This design comes from an exercise in tuning for small area on the open sky130 flow, not from production work.
For this run, only the layout was checked, not whether the RTL still works.

[design.v]
`timescale 1 ns / 1 ps
module axis_fraction_divider (
    input  wire        aclk,
    input  wire        aclken,
    input  wire        aresetn,
    input  wire        s_axis_divisor_tvalid,
    input  wire [31:0] s_axis_divisor_tdata,
    input  wire [0:0]  s_axis_divisor_tuser,
    input  wire        s_axis_dividend_tvalid,
    input  wire [31:0] s_axis_dividend_tdata,
    input  wire [0:0]  s_axis_dividend_tuser,
    output wire        m_axis_dout_tvalid,
    output wire [47:0] m_axis_dout_tdata,
    output wire [0:0]  m_axis_dout_tuser
);
wire [31:0] d_in = s_axis_divisor_tdata;
wire [31:0] a_in = s_axis_dividend_tdata;
wire v_in = s_axis_divisor_tvalid & s_axis_dividend_tvalid;
wire [0:0] t0 = a_in[31];
wire [1:0] x0 = {1'b0, t0} - {1'b0, d_in[0:0]};
wire g0 = ~x0[1] & ~|d_in[31:1];
wire [0:0] r0 = g0 ? x0[0:0] : t0[0:0];
wire [0:0] q0 = g0;
wire [1:0] t1 = {r0, a_in[30]};
wire [2:0] x1 = {1'b0, t1} - {1'b0, d_in[1:0]};
wire g1 = ~x1[2] & ~|d_in[31:2];
wire [1:0] r1 = g1 ? x1[1:0] : t1[1:0];
wire [1:0] q1 = {q0, g1};
wire [2:0] t2 = {r1, a_in[29]};
wire [3:0] x2 = {1'b0, t2} - {1'b0, d_in[2:0]};
wire g2 = ~x2[3] & ~|d_in[31:3];
wire [2:0] r2 = g2 ? x2[2:0] : t2[2:0];
wire [2:0] q2 = {q1, g2};
wire [3:0] t3 = {r2, a_in[28]};
wire [4:0] x3 = {1'b0, t3} - {1'b0, d_in[3:0]};
wire g3 = ~x3[4] & ~|d_in[31:4];
wire [3:0] r3 = g3 ? x3[3:0] : t3[3:0];
wire [3:0] q3 = {q2, g3};
wire [4:0] t4 = {r3, a_in[27]};
wire [5:0] x4 = {1'b0, t4} - {1'b0, d_in[4:0]};
wire g4 = ~x4[5] & ~|d_in[31:5];
wire [4:0] r4 = g4 ? x4[4:0] : t4[4:0];
wire [4:0] q4 = {q3, g4};
wire [5:0] t5 = {r4, a_in[26]};
wire [6:0] x5 = {1'b0, t5} - {1'b0, d_in[5:0]};
wire g5 = ~x5[6] & ~|d_in[31:6];
wire [5:0] r5 = g5 ? x5[5:0] : t5[5:0];
wire [5:0] q5 = {q4, g5};
reg [5:0] R_r5;
reg [31:0] R_d5;
reg [5:0] R_q5;
reg R_v5;
reg [25:0] R_a5;
always @(posedge aclk) begin
    if (~aresetn) R_v5 <= 1'b0;
    else if (aclken) R_v5 <= v_in;
end
always @(posedge aclk) begin
    if (aclken) begin
        R_r5 <= r5;
        R_d5 <= d_in;
        R_q5 <= q5;
        R_a5 <= a_in[25:0];
    end
end
wire [31:0] A5 = {6'b0, R_a5};
wire [6:0] t6 = {R_r5, A5[25]};
wire [7:0] x6 = {1'b0, t6} - {1'b0, R_d5[6:0]};
wire g6 = ~x6[7] & ~|R_d5[31:7];
wire [6:0] r6 = g6 ? x6[6:0] : t6[6:0];
wire [6:0] q6 = {R_q5, g6};
wire [7:0] t7 = {r6, A5[24]};
wire [8:0] x7 = {1'b0, t7} - {1'b0, R_d5[7:0]};
wire g7 = ~x7[8] & ~|R_d5[31:8];
wire [7:0] r7 = g7 ? x7[7:0] : t7[7:0];
wire [7:0] q7 = {q6, g7};
wire [8:0] t8 = {r7, A5[23]};
wire [9:0] x8 = {1'b0, t8} - {1'b0, R_d5[8:0]};
wire g8 = ~x8[9] & ~|R_d5[31:9];
wire [8:0] r8 = g8 ? x8[8:0] : t8[8:0];
wire [8:0] q8 = {q7, g8};
wire [9:0] t9 = {r8, A5[22]};
wire [10:0] x9 = {1'b0, t9} - {1'b0, R_d5[9:0]};
wire g9 = ~x9[10] & ~|R_d5[31:10];
wire [9:0] r9 = g9 ? x9[9:0] : t9[9:0];
wire [9:0] q9 = {q8, g9};
reg [9:0] R_r9;
reg [31:0] R_d9;
reg [9:0] R_q9;
reg R_v9;
reg [21:0] R_a9;
always @(posedge aclk) begin
    if (~aresetn) R_v9 <= 1'b0;
    else if (aclken) R_v9 <= R_v5;
end
always @(posedge aclk) begin
    if (aclken) begin
        R_r9 <= r9;
        R_d9 <= R_d5;
        R_q9 <= q9;
        R_a9 <= A5[21:0];
    end
end
wire [31:0] A9 = {10'b0, R_a9};
wire [10:0] t10 = {R_r9, A9[21]};
wire [11:0] x10 = {1'b0, t10} - {1'b0, R_d9[10:0]};
wire g10 = ~x10[11] & ~|R_d9[31:11];
wire [10:0] r10 = g10 ? x10[10:0] : t10[10:0];
wire [10:0] q10 = {R_q9, g10};
wire [11:0] t11 = {r10, A9[20]};
wire [12:0] x11 = {1'b0, t11} - {1'b0, R_d9[11:0]};
wire g11 = ~x11[12] & ~|R_d9[31:12];
wire [11:0] r11 = g11 ? x11[11:0] : t11[11:0];
wire [11:0] q11 = {q10, g11};
wire [12:0] t12 = {r11, A9[19]};
wire [13:0] x12 = {1'b0, t12} - {1'b0, R_d9[12:0]};
wire g12 = ~x12[13] & ~|R_d9[31:13];
wire [12:0] r12 = g12 ? x12[12:0] : t12[12:0];
wire [12:0] q12 = {q11, g12};
wire [13:0] t13 = {r12, A9[18]};
wire [14:0] x13 = {1'b0, t13} - {1'b0, R_d9[13:0]};
wire g13 = ~x13[14] & ~|R_d9[31:14];
wire [13:0] r13 = g13 ? x13[13:0] : t13[13:0];
wire [13:0] q13 = {q12, g13};
reg [13:0] R_r13;
reg [31:0] R_d13;
reg [13:0] R_q13;
reg R_v13;
reg [17:0] R_a13;
always @(posedge aclk) begin
    if (~aresetn) R_v13 <= 1'b0;
    else if (aclken) R_v13 <= R_v9;
end
always @(posedge aclk) begin
    if (aclken) begin
        R_r13 <= r13;
        R_d13 <= R_d9;
        R_q13 <= q13;
        R_a13 <= A9[17:0];
    end
end
wire [31:0] A13 = {14'b0, R_a13};
wire [14:0] t14 = {R_r13, A13[17]};
wire [15:0] x14 = {1'b0, t14} - {1'b0, R_d13[14:0]};
wire g14 = ~x14[15] & ~|R_d13[31:15];
wire [14:0] r14 = g14 ? x14[14:0] : t14[14:0];
wire [14:0] q14 = {R_q13, g14};
wire [15:0] t15 = {r14, A13[16]};
wire [16:0] x15 = {1'b0, t15} - {1'b0, R_d13[15:0]};
wire g15 = ~x15[16] & ~|R_d13[31:16];
wire [15:0] r15 = g15 ? x15[15:0] : t15[15:0];
wire [15:0] q15 = {q14, g15};
wire [16:0] t16 = {r15, A13[15]};
wire [17:0] x16 = {1'b0, t16} - {1'b0, R_d13[16:0]};
wire g16 = ~x16[17] & ~|R_d13[31:17];
wire [16:0] r16 = g16 ? x16[16:0] : t16[16:0];
wire [16:0] q16 = {q15, g16};
wire [17:0] t17 = {r16, A13[14]};
wire [18:0] x17 = {1'b0, t17} - {1'b0, R_d13[17:0]};
wire g17 = ~x17[18] & ~|R_d13[31:18];
wire [17:0] r17 = g17 ? x17[17:0] : t17[17:0];
wire [17:0] q17 = {q16, g17};
reg [17:0] R_r17;
reg [31:0] R_d17;
reg [17:0] R_q17;
reg R_v17;
reg [13:0] R_a17;
always @(posedge aclk) begin
    if (~aresetn) R_v17 <= 1'b0;
    else if (aclken) R_v17 <= R_v13;
end
always @(posedge aclk) begin
    if (aclken) begin
        R_r17 <= r17;
        R_d17 <= R_d13;
        R_q17 <= q17;
        R_a17 <= A13[13:0];
    end
end
wire [31:0] A17 = {18'b0, R_a17};
wire [18:0] t18 = {R_r17, A17[13]};
wire [19:0] x18 = {1'b0, t18} - {1'b0, R_d17[18:0]};
wire g18 = ~x18[19] & ~|R_d17[31:19];
wire [18:0] r18 = g18 ? x18[18:0] : t18[18:0];
wire [18:0] q18 = {R_q17, g18};
wire [19:0] t19 = {r18, A17[12]};
wire [20:0] x19 = {1'b0, t19} - {1'b0, R_d17[19:0]};
wire g19 = ~x19[20] & ~|R_d17[31:20];
wire [19:0] r19 = g19 ? x19[19:0] : t19[19:0];
wire [19:0] q19 = {q18, g19};
wire [20:0] t20 = {r19, A17[11]};
wire [21:0] x20 = {1'b0, t20} - {1'b0, R_d17[20:0]};
wire g20 = ~x20[21] & ~|R_d17[31:21];
wire [20:0] r20 = g20 ? x20[20:0] : t20[20:0];
wire [20:0] q20 = {q19, g20};
wire [21:0] t21 = {r20, A17[10]};
wire [22:0] x21 = {1'b0, t21} - {1'b0, R_d17[21:0]};
wire g21 = ~x21[22] & ~|R_d17[31:22];
wire [21:0] r21 = g21 ? x21[21:0] : t21[21:0];
wire [21:0] q21 = {q20, g21};
reg [21:0] R_r21;
reg [31:0] R_d21;
reg [21:0] R_q21;
reg R_v21;
reg [9:0] R_a21;
always @(posedge aclk) begin
    if (~aresetn) R_v21 <= 1'b0;
    else if (aclken) R_v21 <= R_v17;
end
always @(posedge aclk) begin
    if (aclken) begin
        R_r21 <= r21;
        R_d21 <= R_d17;
        R_q21 <= q21;
        R_a21 <= A17[9:0];
    end
end
wire [31:0] A21 = {22'b0, R_a21};
wire [22:0] t22 = {R_r21, A21[9]};
wire [23:0] x22 = {1'b0, t22} - {1'b0, R_d21[22:0]};
wire g22 = ~x22[23] & ~|R_d21[31:23];
wire [22:0] r22 = g22 ? x22[22:0] : t22[22:0];
wire [22:0] q22 = {R_q21, g22};
wire [23:0] t23 = {r22, A21[8]};
wire [24:0] x23 = {1'b0, t23} - {1'b0, R_d21[23:0]};
wire g23 = ~x23[24] & ~|R_d21[31:24];
wire [23:0] r23 = g23 ? x23[23:0] : t23[23:0];
wire [23:0] q23 = {q22, g23};
wire [24:0] t24 = {r23, A21[7]};
wire [25:0] x24 = {1'b0, t24} - {1'b0, R_d21[24:0]};
wire g24 = ~x24[25] & ~|R_d21[31:25];
wire [24:0] r24 = g24 ? x24[24:0] : t24[24:0];
wire [24:0] q24 = {q23, g24};
wire [25:0] t25 = {r24, A21[6]};
wire [26:0] x25 = {1'b0, t25} - {1'b0, R_d21[25:0]};
wire g25 = ~x25[26] & ~|R_d21[31:26];
wire [25:0] r25 = g25 ? x25[25:0] : t25[25:0];
wire [25:0] q25 = {q24, g25};
reg [25:0] R_r25;
reg [31:0] R_d25;
reg [25:0] R_q25;
reg R_v25;
reg [5:0] R_a25;
always @(posedge aclk) begin
    if (~aresetn) R_v25 <= 1'b0;
    else if (aclken) R_v25 <= R_v21;
end
always @(posedge aclk) begin
    if (aclken) begin
        R_r25 <= r25;
        R_d25 <= R_d21;
        R_q25 <= q25;
        R_a25 <= A21[5:0];
    end
end
wire [31:0] A25 = {26'b0, R_a25};
wire [26:0] t26 = {R_r25, A25[5]};
wire [27:0] x26 = {1'b0, t26} - {1'b0, R_d25[26:0]};
wire g26 = ~x26[27] & ~|R_d25[31:27];
wire [26:0] r26 = g26 ? x26[26:0] : t26[26:0];
wire [26:0] q26 = {R_q25, g26};
wire [27:0] t27 = {r26, A25[4]};
wire [28:0] x27 = {1'b0, t27} - {1'b0, R_d25[27:0]};
wire g27 = ~x27[28] & ~|R_d25[31:28];
wire [27:0] r27 = g27 ? x27[27:0] : t27[27:0];
wire [27:0] q27 = {q26, g27};
wire [28:0] t28 = {r27, A25[3]};
wire [29:0] x28 = {1'b0, t28} - {1'b0, R_d25[28:0]};
wire g28 = ~x28[29] & ~|R_d25[31:29];
wire [28:0] r28 = g28 ? x28[28:0] : t28[28:0];
wire [28:0] q28 = {q27, g28};
reg [28:0] R_r28;
reg [31:0] R_d28;
reg [28:0] R_q28;
reg R_v28;
reg [2:0] R_a28;
always @(posedge aclk) begin
    if (~aresetn) R_v28 <= 1'b0;
    else if (aclken) R_v28 <= R_v25;
end
always @(posedge aclk) begin
    if (aclken) begin
        R_r28 <= r28;
        R_d28 <= R_d25;
        R_q28 <= q28;
        R_a28 <= A25[2:0];
    end
end
wire [31:0] A28 = {29'b0, R_a28};
wire [29:0] t29 = {R_r28, A28[2]};
wire [30:0] x29 = {1'b0, t29} - {1'b0, R_d28[29:0]};
wire g29 = ~x29[30] & ~|R_d28[31:30];
wire [29:0] r29 = g29 ? x29[29:0] : t29[29:0];
wire [29:0] q29 = {R_q28, g29};
wire [30:0] t30 = {r29, A28[1]};
wire [31:0] x30 = {1'b0, t30} - {1'b0, R_d28[30:0]};
wire g30 = ~x30[31] & ~|R_d28[31:31];
wire [30:0] r30 = g30 ? x30[30:0] : t30[30:0];
wire [30:0] q30 = {q29, g30};
wire [31:0] t31 = {r30, A28[0]};
wire [32:0] x31 = {1'b0, t31} - {1'b0, R_d28[31:0]};
wire g31 = ~x31[32] & 1'b1;
wire [31:0] r31 = g31 ? x31[31:0] : t31[31:0];
wire [31:0] q31 = {q30, g31};
reg [31:0] R_r31;
reg [31:0] R_d31;
reg [31:0] R_q31;
reg R_v31;
always @(posedge aclk) begin
    if (~aresetn) R_v31 <= 1'b0;
    else if (aclken) R_v31 <= R_v28;
end
always @(posedge aclk) begin
    if (aclken) begin
        R_r31 <= r31;
        R_d31 <= R_d28;
        R_q31 <= q31;
    end
end
wire [32:0] t32 = {R_r31, 1'b0};
wire [33:0] x32 = {1'b0, t32} - {1'b0, {1'b0, R_d31}};
wire g32 = ~x32[33] & 1'b1;
wire [31:0] r32 = g32 ? x32[31:0] : t32[31:0];
wire [32:0] q32 = {R_q31, g32};
wire [32:0] t33 = {r32, 1'b0};
wire [33:0] x33 = {1'b0, t33} - {1'b0, {1'b0, R_d31}};
wire g33 = ~x33[33] & 1'b1;
wire [31:0] r33 = g33 ? x33[31:0] : t33[31:0];
wire [33:0] q33 = {q32, g33};
wire [32:0] t34 = {r33, 1'b0};
wire [33:0] x34 = {1'b0, t34} - {1'b0, {1'b0, R_d31}};
wire g34 = ~x34[33] & 1'b1;
wire [31:0] r34 = g34 ? x34[31:0] : t34[31:0];
wire [34:0] q34 = {q33, g34};
reg [31:0] R_r34;
reg [31:0] R_d34;
reg [34:0] R_q34;
reg R_v34;
always @(posedge aclk) begin
    if (~aresetn) R_v34 <= 1'b0;
    else if (aclken) R_v34 <= R_v31;
end
always @(posedge aclk) begin
    if (aclken) begin
        R_r34 <= r34;
        R_d34 <= R_d31;
        R_q34 <= q34;
    end
end
wire [32:0] t35 = {R_r34, 1'b0};
wire [33:0] x35 = {1'b0, t35} - {1'b0, {1'b0, R_d34}};
wire g35 = ~x35[33] & 1'b1;
wire [31:0] r35 = g35 ? x35[31:0] : t35[31:0];
wire [35:0] q35 = {R_q34, g35};
wire [32:0] t36 = {r35, 1'b0};
wire [33:0] x36 = {1'b0, t36} - {1'b0, {1'b0, R_d34}};
wire g36 = ~x36[33] & 1'b1;
wire [31:0] r36 = g36 ? x36[31:0] : t36[31:0];
wire [36:0] q36 = {q35, g36};
wire [32:0] t37 = {r36, 1'b0};
wire [33:0] x37 = {1'b0, t37} - {1'b0, {1'b0, R_d34}};
wire g37 = ~x37[33] & 1'b1;
wire [31:0] r37 = g37 ? x37[31:0] : t37[31:0];
wire [37:0] q37 = {q36, g37};
reg [31:0] R_r37;
reg [31:0] R_d37;
reg [37:0] R_q37;
reg R_v37;
always @(posedge aclk) begin
    if (~aresetn) R_v37 <= 1'b0;
    else if (aclken) R_v37 <= R_v34;
end
always @(posedge aclk) begin
    if (aclken) begin
        R_r37 <= r37;
        R_d37 <= R_d34;
        R_q37 <= q37;
    end
end
wire [32:0] t38 = {R_r37, 1'b0};
wire [33:0] x38 = {1'b0, t38} - {1'b0, {1'b0, R_d37}};
wire g38 = ~x38[33] & 1'b1;
wire [31:0] r38 = g38 ? x38[31:0] : t38[31:0];
wire [38:0] q38 = {R_q37, g38};
wire [32:0] t39 = {r38, 1'b0};
wire [33:0] x39 = {1'b0, t39} - {1'b0, {1'b0, R_d37}};
wire g39 = ~x39[33] & 1'b1;
wire [31:0] r39 = g39 ? x39[31:0] : t39[31:0];
wire [39:0] q39 = {q38, g39};
wire [32:0] t40 = {r39, 1'b0};
wire [33:0] x40 = {1'b0, t40} - {1'b0, {1'b0, R_d37}};
wire g40 = ~x40[33] & 1'b1;
wire [31:0] r40 = g40 ? x40[31:0] : t40[31:0];
wire [40:0] q40 = {q39, g40};
reg [31:0] R_r40;
reg [31:0] R_d40;
reg [40:0] R_q40;
reg R_v40;
always @(posedge aclk) begin
    if (~aresetn) R_v40 <= 1'b0;
    else if (aclken) R_v40 <= R_v37;
end
always @(posedge aclk) begin
    if (aclken) begin
        R_r40 <= r40;
        R_d40 <= R_d37;
        R_q40 <= q40;
    end
end
wire [32:0] t41 = {R_r40, 1'b0};
wire [33:0] x41 = {1'b0, t41} - {1'b0, {1'b0, R_d40}};
wire g41 = ~x41[33] & 1'b1;
wire [31:0] r41 = g41 ? x41[31:0] : t41[31:0];
wire [41:0] q41 = {R_q40, g41};
wire [32:0] t42 = {r41, 1'b0};
wire [33:0] x42 = {1'b0, t42} - {1'b0, {1'b0, R_d40}};
wire g42 = ~x42[33] & 1'b1;
wire [31:0] r42 = g42 ? x42[31:0] : t42[31:0];
wire [42:0] q42 = {q41, g42};
wire [32:0] t43 = {r42, 1'b0};
wire [33:0] x43 = {1'b0, t43} - {1'b0, {1'b0, R_d40}};
wire g43 = ~x43[33] & 1'b1;
wire [31:0] r43 = g43 ? x43[31:0] : t43[31:0];
wire [43:0] q43 = {q42, g43};
reg [31:0] R_r43;
reg [31:0] R_d43;
reg [43:0] R_q43;
reg R_v43;
always @(posedge aclk) begin
    if (~aresetn) R_v43 <= 1'b0;
    else if (aclken) R_v43 <= R_v40;
end
always @(posedge aclk) begin
    if (aclken) begin
        R_r43 <= r43;
        R_d43 <= R_d40;
        R_q43 <= q43;
    end
end
wire [32:0] t44 = {R_r43, 1'b0};
wire [33:0] x44 = {1'b0, t44} - {1'b0, {1'b0, R_d43}};
wire g44 = ~x44[33] & 1'b1;
wire [31:0] r44 = g44 ? x44[31:0] : t44[31:0];
wire [44:0] q44 = {R_q43, g44};
wire [32:0] t45 = {r44, 1'b0};
wire [33:0] x45 = {1'b0, t45} - {1'b0, {1'b0, R_d43}};
wire g45 = ~x45[33] & 1'b1;
wire [31:0] r45 = g45 ? x45[31:0] : t45[31:0];
wire [45:0] q45 = {q44, g45};
wire [32:0] t46 = {r45, 1'b0};
wire [33:0] x46 = {1'b0, t46} - {1'b0, {1'b0, R_d43}};
wire g46 = ~x46[33] & 1'b1;
wire [31:0] r46 = g46 ? x46[31:0] : t46[31:0];
wire [46:0] q46 = {q45, g46};
wire [32:0] t47 = {r46, 1'b0};
wire [33:0] x47 = {1'b0, t47} - {1'b0, {1'b0, R_d43}};
wire g47 = ~x47[33] & 1'b1;
wire [31:0] r47 = g47 ? x47[31:0] : t47[31:0];
wire [47:0] q47 = {q46, g47};
assign m_axis_dout_tvalid = R_v43;
assign m_axis_dout_tdata = q47;
assign m_axis_dout_tuser = ~|R_d43;
endmodule
[run.sh]
#!/bin/bash
# synth_recipe.tcl (not shown) runs the flow's synth.tcl, then flattens the netlist and writes it again
# the make line also repeats each setting of config.mk as NAME=value (left out here)
make -C /OpenROAD-flow-scripts/flow DESIGN_CONFIG=/design/flow/config.mk WORK_HOME=/design/flow/orfs CLKGATE_MAP_FILE= SYNTH_SCRIPT=/design/flow/synth_recipe.tcl finish
[config.mk]
export PLATFORM = sky130hd
export DESIGN_NAME = axis_fraction_divider
export DESIGN_NICKNAME = axis_fraction_divider
export VERILOG_FILES = /design/flow/design.v
export SDC_FILE = /design/flow/constraint.sdc
export NUM_CORES = 4
export LEC_CHECK = 0
export CAP_MARGIN = 20
export CORE_MARGIN = 2
export CORE_UTILIZATION = 45
export PLACE_DENSITY = 0.6
export SLEW_MARGIN = 20
[constraint.sdc]
create_clock -name core_clock -period 7.5 [get_ports {aclk}]
set_input_delay 1.5000 -clock core_clock [delete_from_list [all_inputs] [get_ports {aclk}]]
set_output_delay 1.5000 -clock core_clock [all_outputs]
set_load 0.01 [all_outputs]
==> out/qor.csv <==
metric,value,unit
die area,206900,um^2
DR WL met2,141.9,mm
Inserted Clock Buffers,132,
final worst setup slack,-4.365,ns
Max Fclk,84.28,MHz
Setup CP Type,flop to primary output,
DR top layer,met4,
WP data required,6.00,ns
DRT iter0 DRCs,5399,
worst skew pair latency,0.83,ns
"commonest non-fill, non-tap cell in the layout",buf_4,
Syn Inst Count,9513,
# setup viols final,285,
post-synthesis register bit count,1095,
Critical-path top delay cell,or4_4,
"commonest non-fill, non-tap cells in the layout","3,931 x buf_4, 1,083 x edfxtp_1, 880 x ha_1",
reg2reg setup slack,-3.31,ns
CP Buf/Inv Count,7,
syn_nets,10640,
max-slew violations,0,
fillcell total,15660,
fin crit period,11.87,ns
unrepaired setup endpoints after global routing,yes,
Top delay family on crit path,compound AO/OA/AOI/OAI gates,
routed length on met3,10.55,mm
Yosys cell types,114,
crit-path max cell delay,0.45,ns
post-cts hold buffer count,0,
maximum clock path buffer count,3,
core box area,202100,um^2
CP Capture Type,primary output,
drt total wl,296.5,mm
Final Skew,0.05646,ns
CTS tree,built,
Die Span X,454.9,um
synth warn,1,
cell area after layout,138300,um^2
DRC Markers,0,
layout cells sized above 1,41.69,%
fin crit share,158.2,%
# IOs,121,
antenna violations before repair,0,
Metal-1 WL,135.4,mm
MaxCap Viol Count,0,
# rows,165,
Syn-to-layout area delta,51.18,%
Pre-Repair DR Iteration Count,9,
IO buf count,118,
clk sink count,1095,
initial core utilization,45.27,%
Nets,14820,
root buf cell,clkbuf_16,
"Clk pin slew, worst setup/hold paths",0.06,ns
largest net degree at the start of global routing,158,
slew margin rel.,28.00,%
Non-Filler Instances,16480,
Vias,87730,
first-pass GRT wire length,449.9,mm
Fail Reasons,setup timing,
H-tree levels,4,
data arrival time of the worst path,10.37,ns
Crit Path Max Fanout,10,
die height,454.9,um
status,finished with violations,
min-delay worst type,flop to flop,
Post-synth top flop,edfxtp_1,
Routed Antenna Nets,0,
DR vias/cell,5.325,
Mapped Area,91490,um^2
syn_area_per_cell,9.618,um^2
GRT Overall Usage,26.87,%
placed inst area,126300,um^2
gpl congestion,0.9533,
register area share after synthesis,35.81,%
number of synthesized flops with an enable pin,1083,
Post-Place Cells,15900,
vias in the first global route,86100,
GRT overflow,0,
share of flip-flops with an asynchronous set or reset,0,%
Final Hold Vio Count,0,
placed wire-length estimate,233.2,mm
Routed WL per cell,17.99,um
Critical Path Start Type,flop,
worst-margin pin slew,1.070,ns
## sequential cells by signal, indices dropped and copies added, names as in the netlist, 35 cells and up
register and flops:
R_q40 41, R_q43 44, R_q34 35, R_q37 38
## routing by layer
| layer | GRT usage [%] | vias to the layer above |
|---|---|---|
| met4 | 7.409 | 0 |
| li1 | - | 43670 |
| met5 | 0 | - |
| met3 | 2.828 | 428 |
| met1 | 36.10 | 41950 |
| met2 | 45.82 | 1686 |
## kinds of logic after synthesis
kind of cell | count (synthesis) | share of synthesized area (%)
compound gates | 2861 | 19.71
simple gates | 2403 | 12.33
flops | 1095 | 35.81
fa+ha+maj | 1059 | 14.78
buf+inv | 792 | 3.411
xor+xnor | 784 | 7.505
mux | 519 | 6.458
## synth_stat cells, drive strengths merged, types with 133 or more instances
| library cell | instances | area [um^2] |
|---|---|---|
| a21oi | 863 | 4349 |
| nor3 | 133 | 665.6 |
| nand2b | 172 | 1076 |
| mux2 | 473 | 5435 |
| o21ai | 756 | 3799 |
| edfxtp | 1083 | 32520 |
| ha | 1023 | 12800 |
| xnor2 | 509 | 4458 |
| inv | 618 | 2320 |
| nand2 | 746 | 2803 |
| o21a | 172 | 1291 |
| nor2 | 691 | 2610 |
| nand3 | 134 | 670.6 |
| xor2 | 275 | 2409 |
| a21o | 350 | 2628 |
## through the flow
stage               setup TNS, ns  util (%)  setup WS, ns  hold slack [ns]
floorplan                 -225.40         -        -2.790           0.4003
global placement          -509.97     62.48        -3.984           0.4005
detailed placement        -544.02     62.48        -4.259           0.4045
CTS                       -492.95     65.35        -4.307           0.4070
global route              -512.27     68.43        -4.861           0.4141
finish                    -408.50     68.43        -4.365           0.4080
## layout make-up
class                           count  area, um^2  share of cell area, %
Sequential cell                  1095       32760                  23.69
Inverter                          620        2391                  1.729
Timing Repair inverter              1       5.005               0.003618
Multi-Input combinational cell   7627       61770                  44.66
Clock inverter                     92        1187                 0.8585
Clock buffer                      149        3367                  2.434
Timing Repair Buffer             4217       33490                  24.21
Tap cell                         2672        3343                  2.417
Antenna cell                        2       5.005               0.003618
## repair_timing
item	in CTS	in global routing
pin swaps	60	417
endpoints found under the hold margin	0	0
setup endpoints to repair	304	304
buffers inserted	55	259
cloned	3	27
gates resized for setup	166	929
## worst register-to-register path, delay by kind of cell, from the launching register on
kind | cells | cell delay [ns]
AO/OA/AOI/OAI | 23 | 4.60
AND/OR/NAND/NOR | 9 | 2.41
multiplexers | 4 | 1.28
adder cells (fa/ha/maj) | 4 | 1.00
buffers and inverters | 5 | 0.83
flip-flops | 1 | 0.42
## final timing paths
kind	startpoint	endpoint	depth (start not counted)
setup / recovery	R_r43[1]	m_axis_dout_tdata[0]	47
hold / removal	R_q5[0]	R_q9[4]	0
setup reg to reg	R_d21[12]	R_r25[9]	45
hold reg to reg	R_q5[0]	R_q9[4]	0

afterwards: timing with drivers on the ports:
Ports are ideal in the flow. The routed layout listed here was re-timed in OpenROAD.
Step 1, drivers: a clkbuf_16 drives aclk and a buf_2 each remaining input, both assumed.
Step 2 adds t to the input delays and takes it off the output delays; t is the mean of the earliest and latest rising clock arrival at the registers after step 1. Input paths then give back, and output paths get back, about the clock's delay inside the block.
Three values: ideal ports, drivers, drivers and shift; two values: the first two.
shift t [ns]: 0.895
setup slack, ns: -4.365 / -4.464 / -3.570
worst data-port slew with drivers (ns): 0.06
The setup slack of this run moves by -0.099 ns with the drivers and by +0.795 ns with both steps.
